What follows belongs to an exercise in optimizing a design on an open flow for small area, a short achievable clock period and few clock cycles per item; a production flow would make more cautious choices. Function was checked by simulation only, so behaviour that the tests miss may differ from the original.

==> inputs of build 66 <==
Design Fp32Unit, start of the top module:
module Fp32Unit (
    output logic [31:0] intResult,
    output logic [31:0] fpResult,
    output logic writeFlags,
    output logic [4:0] writeFlagsValue,
    output logic done,
    input logic enable,
    input logic flush,
    input logic [2:0] unit,
    input logic [3:0] command,
    input logic [2:0] roundingMode,
    input logic [31:0] intSrc1,
    input logic [31:0] intSrc2,
    input logic [31:0] fpSrc1,
    input logic [31:0] fpSrc2,
    input logic [31:0] fpSrc3,
    input logic clk,
    input logic rst
);
==> module FpAdd, before the edit <==
module FpAdd (
    output logic [31:0] result,
    output RvTypes::fflags_t flags,
    input logic [2:0] roundingMode,
    input logic [31:0] src1,
    input logic [31:0] src2
);
    logic sign1, sign2;
    logic [7:0] exponent1, exponent2;
    logic [22:0] fraction1, fraction2;
    logic is_zero1, is_zero2, is_inf1, is_inf2, is_nan1, is_nan2;
    always_comb begin
        sign1 = src1[31];
        sign2 = src2[31];
        exponent1 = src1[30:23];
        exponent2 = src2[30:23];
        fraction1 = src1[22:0];
        fraction2 = src2[22:0];
        is_zero1 = exponent1 == '0;
        is_zero2 = exponent2 == '0;
        is_nan1 = exponent1 == '1 && fraction1 != '0;
        is_nan2 = exponent2 == '1 && fraction2 != '0;
        is_inf1 = exponent1 == '1 && fraction1 == '0;
        is_inf2 = exponent2 == '1 && fraction2 == '0;
    end
    logic ge;
    logic [30:0] unusedDiff;
    RcAdd #(.W(31)) magnitudeCompare (
        .s(unusedDiff),
        .co(ge),
        .a(src1[30:0]),
        .b(~src2[30:0]),
        .ci(1'b1));
    logic sign_large, sign_small;
    logic [7:0] exponent_large, exponent_small;
    logic [22:0] fraction_large, fraction_small;
    always_comb begin
        sign_large = ge ? sign1 : sign2;
        sign_small = ge ? sign2 : sign1;
        exponent_large = ge ? exponent1 : exponent2;
        exponent_small = ge ? exponent2 : exponent1;
        fraction_large = ge ? fraction1 : fraction2;
        fraction_small = ge ? fraction2 : fraction1;
    end
    logic [7:0] shamt;
    logic unusedCarry1;
    RcAdd #(.W(8)) shamtSub (
        .s(shamt),
        .co(unusedCarry1),
        .a(exponent_large),
        .b(~exponent_small),
        .ci(1'b1));
    logic [23:0] mantissa_small;
    logic [27:0] shifted_small;
    logic sticky_small;
    logic [28:0] window_large;
    logic [28:0] window_small;
    logic minus;
    always_comb begin
        mantissa_small = {1'b1, fraction_small};
        shifted_small = (|shamt[7:5]) ? 28'h0 : ({1'b0, mantissa_small, 3'b000} >> shamt[4:0]);
        sticky_small = 1'b0;
        for (int i = 0; i < 24; i++) begin
            sticky_small = sticky_small | (mantissa_small[i] && shamt >= i + 4 && shamt <= i + 25);
        end
        window_large = {2'b01, fraction_large, 4'b0000};
        window_small = {shifted_small, sticky_small};
        minus = sign_large != sign_small;
    end
    logic [28:0] sum;
    logic unusedCarry2;
    RcAdd #(.W(29)) fractionAdd (
        .s(sum),
        .co(unusedCarry2),
        .a(window_large),
        .b(window_small ^ {29{minus}}),
        .ci(minus));
    logic [28:0] v1, v2, v3, v4, normalized;
    logic [4:0] lzc;
    logic isZeroSum;
    always_comb begin
        lzc[4] = ~|sum[28:13];
        v1 = lzc[4] ? {sum[12:0], 16'h0} : sum;
        lzc[3] = ~|v1[28:21];
        v2 = lzc[3] ? {v1[20:0], 8'h0} : v1;
        lzc[2] = ~|v2[28:25];
        v3 = lzc[2] ? {v2[24:0], 4'h0} : v2;
        lzc[1] = ~|v3[28:27];
        v4 = lzc[1] ? {v3[26:0], 2'h0} : v3;
        lzc[0] = ~v4[28];
        normalized = lzc[0] ? {v4[27:0], 1'b0} : v4;
        isZeroSum = ~normalized[28];
    end
    logic [7:0] exponentPlusOne, exponentNormalized;
    logic unusedCarry3, unusedCarry4;
    RcInc #(.W(8)) exponentInc (
        .s(exponentPlusOne),
        .co(unusedCarry3),
        .a(exponent_large),
        .ci(1'b1));
    RcAdd #(.W(8)) exponentSub (
        .s(exponentNormalized),
        .co(unusedCarry4),
        .a(exponentPlusOne),
        .b(~{3'b000, isZeroSum ? 5'h0 : lzc}),
        .ci(1'b1));
    logic inexact;
    logic [7:0] exponentRounded;
    logic [22:0] fractionRounded;
    FpRounder #(
        .EXPONENT_WIDTH(8),
        .FRACTION_WIDTH(23)
    ) rounder (
        .inexact(inexact),
        .roundedExponent(exponentRounded),
        .roundedFraction(fractionRounded),
        .roundingMode(roundingMode),
        .sign(sign_large),
        .exponent(exponentNormalized),
        .fraction(normalized[27:5]),
        .g(normalized[4]),
        .r(normalized[3]),
        .s(|normalized[2:0]));
    logic isNan;
    always_comb begin
        isNan = is_nan1 || is_nan2 || (is_inf1 && is_inf2 && sign1 != sign2);
        if (isNan) begin
            result = 32'h7fc00000;
        end
        else if (is_inf1 || is_inf2) begin
            result = {sign_large, 8'hff, 23'h0};
        end
        else if (is_zero1 && is_zero2) begin
            result = '0;
        end
        else begin
            result = {sign_large, exponentRounded, fractionRounded};
        end
        flags.NV = isNan;
        flags.DZ = 1'b0;
        flags.OF = !isNan && exponentRounded == 8'hff;
        flags.UF = !isNan && exponentRounded == 8'h00;
        flags.NX = !isNan && inexact;
    end
endmodule
==> flow/config.mk <==
export PLATFORM = sky130hd
export DESIGN_NAME = Fp32Unit
export DESIGN_NICKNAME = Fp32Unit
export VERILOG_FILES = /design/flow/design.v
export SDC_FILE = /design/flow/constraint.sdc
export NUM_CORES = 4
export LEC_CHECK = 0
export ABC_CLOCK_PERIOD_IN_PS = 80000
export CAP_MARGIN = 20
export CORE_MARGIN = 2
export CORE_UTILIZATION = 40
export SETUP_SLACK_MARGIN = 5
export SLEW_MARGIN = 20
==> flow/constraint.sdc <==
create_clock -name core_clock -period 240.0 [get_ports {clk}]
set_input_delay 48.0000 -clock core_clock [delete_from_list [all_inputs] [get_ports {clk}]]
set_output_delay 48.0000 -clock core_clock [all_outputs]
set_load 0.01 [all_outputs]
run.sh (not shown) runs the stock make flow with config.mk's settings and CLKGATE_MAP_FILE= SYNTH_SCRIPT=/design/flow/synth_recipe.tcl, a recipe that flattens the netlist after the stock synthesis.
==> trial 47: changes against build 66 <==
--- a/flow/design.v
+++ b/flow/design.v
@@ -898,10 +898,22 @@
     logic [28:0] window_small;
     logic minus;
+    logic [27:0] alignStage [0:5];
+    logic [4:0] shiftedOut;
+    logic stickyAllOut;
     always_comb begin
         mantissa_small = {1'b1, fraction_small};
-        shifted_small = (|shamt[7:5]) ? 28'h0 : ({1'b0, mantissa_small, 3'b000} >> shamt[4:0]);
-        sticky_small = 1'b0;
-        for (int i = 0; i < 24; i++) begin
-            sticky_small = sticky_small | (mantissa_small[i] && shamt >= i + 4 && shamt <= i + 25);
+        alignStage[0] = {1'b0, mantissa_small, 3'b000};
+        for (int k = 0; k < 5; k++) begin
+            shiftedOut[k] = shamt[k] && (|(alignStage[k] & ((28'h1 << (1 << k)) - 28'h1)));
+            alignStage[k+1] = shamt[k] ? (alignStage[k] >> (1 << k)) : alignStage[k];
+        end
+        stickyAllOut = |shiftedOut;
+        if (shamt[7:5] == 3'b000) begin
+            shifted_small = alignStage[5];
+            sticky_small = stickyAllOut && !(shamt[4:0] == 5'd26 && fraction_small[22:1] == '0);
+        end
+        else begin
+            shifted_small = 28'h0;
+            sticky_small = shamt[7:5] == 3'b001 && shamt[4:0] <= 5'd16;
         end
         window_large = {2'b01, fraction_large, 4'b0000};
==> comparison <==
Flip-flop and latch count is the same in trial 47 and build 66.
In build 66 the clock-buffer cell count is lower than in trial 47, by 10.
In trial 47 the via count is smaller than in build 66, by 0.75%.
Against build 66, the final area of trial 47 is smaller by about 0.8%.
Testbench counts of build 66, summed over its fixed seeds: cycles 23,936, ops 12,000.
Testbench counts of trial 47, summed over its fixed seeds: cycles 23,936, ops 12,000.

---

==> job 1630 <==
Fp32Unit, a different RTL version from the one above (not shown whole).
clock: 240.0 ns
lec_check: 0
abc_clock_period_in_ps: 80000
cap_margin: 20
core_margin: 2
core_utilization: 55
cts_buf_list: sky130_fd_sc_hd__clkbuf_4 sky130_fd_sc_hd__clkbuf_8
place_density: 0.7
slew_margin: 20
standard.sh (not shown) runs the stock make flow with config.mk's settings and CLKGATE_MAP_FILE= SYNTH_SCRIPT=/design/flow/synth_recipe.tcl, a recipe that flattens the netlist after the stock synthesis.
==> flow/flow/run.sh <==
#!/bin/bash
# The standard layout with two changes to how it is optimised; the clock
# period and all constraints stay the design's:
#  - timing repair aims at a setup slack of 142 ns instead of 5 ns, so it
#    also works on the paths from inputs to outputs, which set the period
#    the layout achieves;
#  - every port still gets its buffer, but a plain buf_1 (repair resizes it
#    where timing needs) instead of the default delay buffer.
set -euo pipefail
bash standard.sh SETUP_SLACK_MARGIN=142 \
    "BUFFER_PORTS_ARGS=-buffer_cell sky130_fd_sc_hd__buf_1" \
    finish > standard_flow.log 2>&1
==> inputs of job 3911, as changes to job 1630 <==
--- a/flow/design.v
+++ b/flow/design.v
@@ -1020,12 +1020,12 @@
         .src2(fpSrc2));
     logic isMul, useSrc3, minus1, minus2;
     always_comb begin
         isMul    = active && (command == FpMulAddCommand_FMUL);
         useSrc3  = active && (command == FpMulAddCommand_FMADD || command == FpMulAddCommand_FMSUB || command == FpMulAddCommand_FNMADD || command == FpMulAddCommand_FNMSUB);
-        minus1   = active && (command == FpMulAddCommand_FNMADD || command == FpMulAddCommand_FNMSUB);
-        minus2   = active && (command == FpMulAddCommand_FSUB || command == FpMulAddCommand_FMSUB || command == FpMulAddCommand_FNMADD);
+        minus1   = (command == FpMulAddCommand_FNMADD || command == FpMulAddCommand_FNMSUB);
+        minus2   = (command == FpMulAddCommand_FSUB || command == FpMulAddCommand_FMSUB || command == FpMulAddCommand_FNMADD);
     end
     logic [31:0] regSrc1, regSrc2;
     RvTypes::fflags_t regFlagsMul;
     logic regIsMul;
     logic [2:0] regRoundingMode;
@@ -1083,16 +1083,16 @@
     logic [7:0] exponent1, exponent2;
     logic [22:0] fraction1, fraction2;
     logic is_zero1, is_zero2, is_inf1, is_inf2, is_nan1, is_nan2;
     always_comb begin
         first = phase == '0;
-        sign1 = heldSrc1[31];
-        sign2 = heldSrc2[31];
-        exponent1 = heldSrc1[30:23];
-        exponent2 = heldSrc2[30:23];
-        fraction1 = heldSrc1[22:0];
-        fraction2 = heldSrc2[22:0];
+        sign1 = fpSrc1[31];
+        sign2 = fpSrc2[31];
+        exponent1 = fpSrc1[30:23];
+        exponent2 = fpSrc2[30:23];
+        fraction1 = fpSrc1[22:0];
+        fraction2 = fpSrc2[22:0];
         is_zero1 = exponent1 == '0;
         is_zero2 = exponent2 == '0;
         is_nan1 = exponent1 == '1 && fraction1 != '0;
         is_nan2 = exponent2 == '1 && fraction2 != '0;
         is_inf1 = exponent1 == '1 && fraction1 == '0;
@@ -1137,18 +1137,13 @@
     logic [7:0] exponentSqrt;
     always_comb begin
         exponentUnbiased = {1'b0, exponent1} - 9'd127;
         exponentSqrt = exponentUnbiased[8:1] + 8'd127;
     end
-    ResultType resultType;
-    logic resultSign;
-    logic [9:0] resultExponent;
-    always_comb begin
-        resultType = regIsDiv ? divType : sqrtType;
-        resultSign = regIsDiv && (sign1 ^ sign2);
-        resultExponent = regIsDiv ? exponentDifference + 10'd127 : {2'b00, exponentSqrt};
-    end
+    ResultType regType;
+    logic regSign;
+    logic [9:0] regExponent;
     logic [2:0] regRoundingMode;
     logic [25:0] regRemainder;
     logic [25:0] regQuotient;
     logic regDividendBit;
     logic regIsDiv;
@@ -1188,15 +1183,18 @@
             .dividendBit((i == 0) ? regDividendBit : 1'b0),
             .radicandBits(radicandBits),
             .divisor(divisor));
     end
     always_ff @(posedge clk) begin
+        regType <= isDiv ? divType : sqrtType;
+        regSign <= isDiv && (sign1 ^ sign2);
+        regExponent <= isDiv ? exponentDifference + 10'd127 : {2'b00, exponentSqrt};
         regRoundingMode <= roundingMode;
-        regDividendBit <= first && fpSrc1[0];
+        regDividendBit <= first && fraction1[0];
         regIsDiv <= isDiv;
         if (first) begin
-            regRemainder <= isDiv ? {3'b001, fpSrc1[22:1]} : '0;
+            regRemainder <= isDiv ? {3'b001, fraction1[22:1]} : '0;
             regQuotient <= '0;
         end
         else begin
             regRemainder <= stepRemainder[STEPS];
             regQuotient <= stepQuotient[STEPS];
@@ -1211,13 +1209,13 @@
     logic g, r, s;
     always_comb begin
         quotient = stepQuotient[LAST_STEPS];
         sticky = |stepRemainder[LAST_STEPS];
         leadingOne = quotient[25] || !regIsDiv;
-        exponentMinusOne = resultExponent - 10'd1;
+        exponentMinusOne = regExponent - 10'd1;
         if (leadingOne) begin
-            exponentNormalized = resultExponent;
+            exponentNormalized = regExponent;
             fraction = quotient[24:2];
             g = quotient[1];
             r = quotient[0];
             s = sticky;
         end
@@ -1238,35 +1236,35 @@
     ) rounder (
         .inexact(inexact),
         .roundedExponent(exponentRounded),
         .roundedFraction(fractionRounded),
         .roundingMode(regRoundingMode),
-        .sign(resultSign),
+        .sign(regSign),
         .exponent(exponentNormalized),
         .fraction(fraction),
         .g(g),
         .r(r),
         .s(s));
     always_comb begin
-        unique case (resultType)
-        ResultType_Value: fpResult = {resultSign, exponentRounded[7:0], fractionRounded};
-        ResultType_Zero:  fpResult = {resultSign, 31'h0};
-        ResultType_Inf:   fpResult = {resultSign, 8'hff, 23'h0};
+        unique case (regType)
+        ResultType_Value: fpResult = {regSign, exponentRounded[7:0], fractionRounded};
+        ResultType_Zero:  fpResult = {regSign, 31'h0};
+        ResultType_Inf:   fpResult = {regSign, 8'hff, 23'h0};
         ResultType_Nan:   fpResult = 32'h7fc00000;
         default:          fpResult = '0;
         endcase
-        flags.NV = resultType == ResultType_Nan;
+        flags.NV = regType == ResultType_Nan;
         flags.DZ = 1'b0;
         if (regIsDiv) begin
             flags.OF = !exponentRounded[9] && (exponentRounded[8] || exponentRounded[7:0] == 8'hff);
             flags.UF = exponentRounded[9] || exponentRounded == '0;
             flags.NX = inexact;
         end
         else begin
             flags.OF = 1'b0;
             flags.UF = 1'b0;
-            flags.NX = resultType == ResultType_Value && inexact;
+            flags.NX = regType == ResultType_Value && inexact;
         end
     end
 endmodule
 import BasicTypes::*;
 import RvTypes::*;
==> flow/run.sh (new file) <==
#!/bin/bash
# synth_recipe.tcl (not shown) runs the flow's synth.tcl, then flattens the netlist and writes it again
# the make line also repeats each setting of config.mk as NAME=value (left out here)
make -C /OpenROAD-flow-scripts/flow DESIGN_CONFIG=/design/flow/config.mk WORK_HOME=/design/flow/orfs CLKGATE_MAP_FILE= SYNTH_SCRIPT=/design/flow/synth_recipe.tcl finish
Settings changed: CORE_UTILIZATION 55 to 40, CTS_BUF_LIST sky130_fd_sc_hd__clkbuf_4 sky130_fd_sc_hd__clkbuf_8 to unset, PLACE_DENSITY 0.7 to unset, SETUP_SLACK_MARGIN set to 5.
removed: flow/flow/run.sh
removed: flow/standard.sh
==> inputs of job 3557, as changes to job 1630 <==
==> flow/flow/run.sh (replaced) <==
#!/bin/bash
# The standard layout with two changes to how it is optimised; the clock
# period and all constraints stay the design's:
#  - timing repair aims at a setup slack of 141 ns instead of 5 ns, so it
#    also works on the paths from inputs to outputs, which set the period
#    the layout achieves;
#  - every port still gets its buffer, but a plain buf_1 (repair resizes it
#    where timing needs) instead of the default delay buffer.
set -euo pipefail
bash standard.sh SETUP_SLACK_MARGIN=141 \
    "BUFFER_PORTS_ARGS=-buffer_cell sky130_fd_sc_hd__buf_1" \
    finish > standard_flow.log 2>&1
Settings changed: CORE_UTILIZATION 55 to 60, PLACE_DENSITY 0.7 to 0.74.
==> run_results.csv <==
group,metric,value,unit
grt,grt_pass1_wl,243000,microns
synthesis,synth_area_leaders,"fa_1 (36%), mux2i_1 (8.2%), ha_1 (7.3%)",
placed_design,placed_cells,6097,
run_status,status,"complete, no violations",
synthesis,synth_simple_gate_area_frac,0.183,
timing,fmax,10.0,MHz
synthesis,muxShareOfSynthArea,0.128,
critical_path,crit_cells,23,
timing,final.setup.worst_slack,140.08,ns
cells_and_area,clock_buffers,19,
That was job 1630.
==> run_results.csv <==
group,metric,value,unit
critical_path,crit_cells,24,
cells_and_area,clock_buffers,20,
critical_path,path_buf_inv,5,
run_status,status,"complete, no violations",
synthesis,synth_simple_gate_area_frac,0.183,
synthesis,synth_area_leaders,"fa_1 (36%), mux2i_1 (8.2%), ha_1 (7.3%)",
placed_design,placed_area,0.0454,sq mm
placed_design,placed_cells,6009,
timing,fmax,10.0,MHz
That was job 3557.
==> run_results.csv <==
group,metric,value,unit
placed_design,placed_cells,6617,
routing,wl_per_cell,25.6,microns
run_status,status,"complete, no violations",
timing,final.setup.tns,0,ns
routing,drt_iter0_drc,4075,
synthesis,synth_simple_gate_area_frac,0.190,
clock_tree,cts_tree,"yes",
timing,relSlewSlack,0.250,
timing,final.setup.worst_slack,137.18,ns
grt,grt_pass1_wl,257000,microns
worst_hold_path,holdPathStages,1,
synthesis,muxShareOfSynthArea,0.120,
timing,fmax,9.73,MHz
That was job 3911.
Testbench counts of job 1630, summed over its fixed seeds: cycles 23,936, ops 12,000.
Testbench counts of job 3911, summed over its fixed seeds: cycles 23,936, ops 12,000.
Testbench counts of job 3557, summed over its fixed seeds: cycles 23,936, ops 12,000.

==> static timing again, ports no longer ideal <==
Ports are ideal in the flow. The routed layouts listed here were re-timed in OpenROAD. Step 1, drivers: a clkbuf_16 drives clk and a buf_2 each remaining input, both assumed. Step 2 moves the port delays by t, midway between the first and last clock arrival at a register: inputs arrive t later, outputs are due t later. That takes back most of the time a late clock gives input paths. a / b / c = ideal ports / drivers / drivers and shift; a / b = the first two.
run	shift t [ns]	setup WS [ns]	hold WS [ns]	worst register clock-pin slew, ns
build 66	0.649	137.227 / 137.200 / 137.200	0.354 / 0.354 / 0.354	0.07 / 0.07
trial 47	0.627	137.876 / 137.851 / 137.851	0.367 / 0.367 / 0.367	0.06 / 0.06
job 1630	0.572	140.082 / 140.056 / 140.056	0.478 / 0.478 / 0.478	0.11 / 0.11
job 3911	0.544	137.181 / 137.155 / 137.155	0.488 / 0.488 / 0.488	0.07 / 0.07
job 3557	0.590	139.963 / 139.940 / 139.940	0.493 / 0.493 / 0.493	0.09 / 0.09
After both steps every run listed still meets setup and hold. For build 66, which loses most, drivers alone change the setup slack by -0.027 ns; drivers and shift together by -0.027 ns.
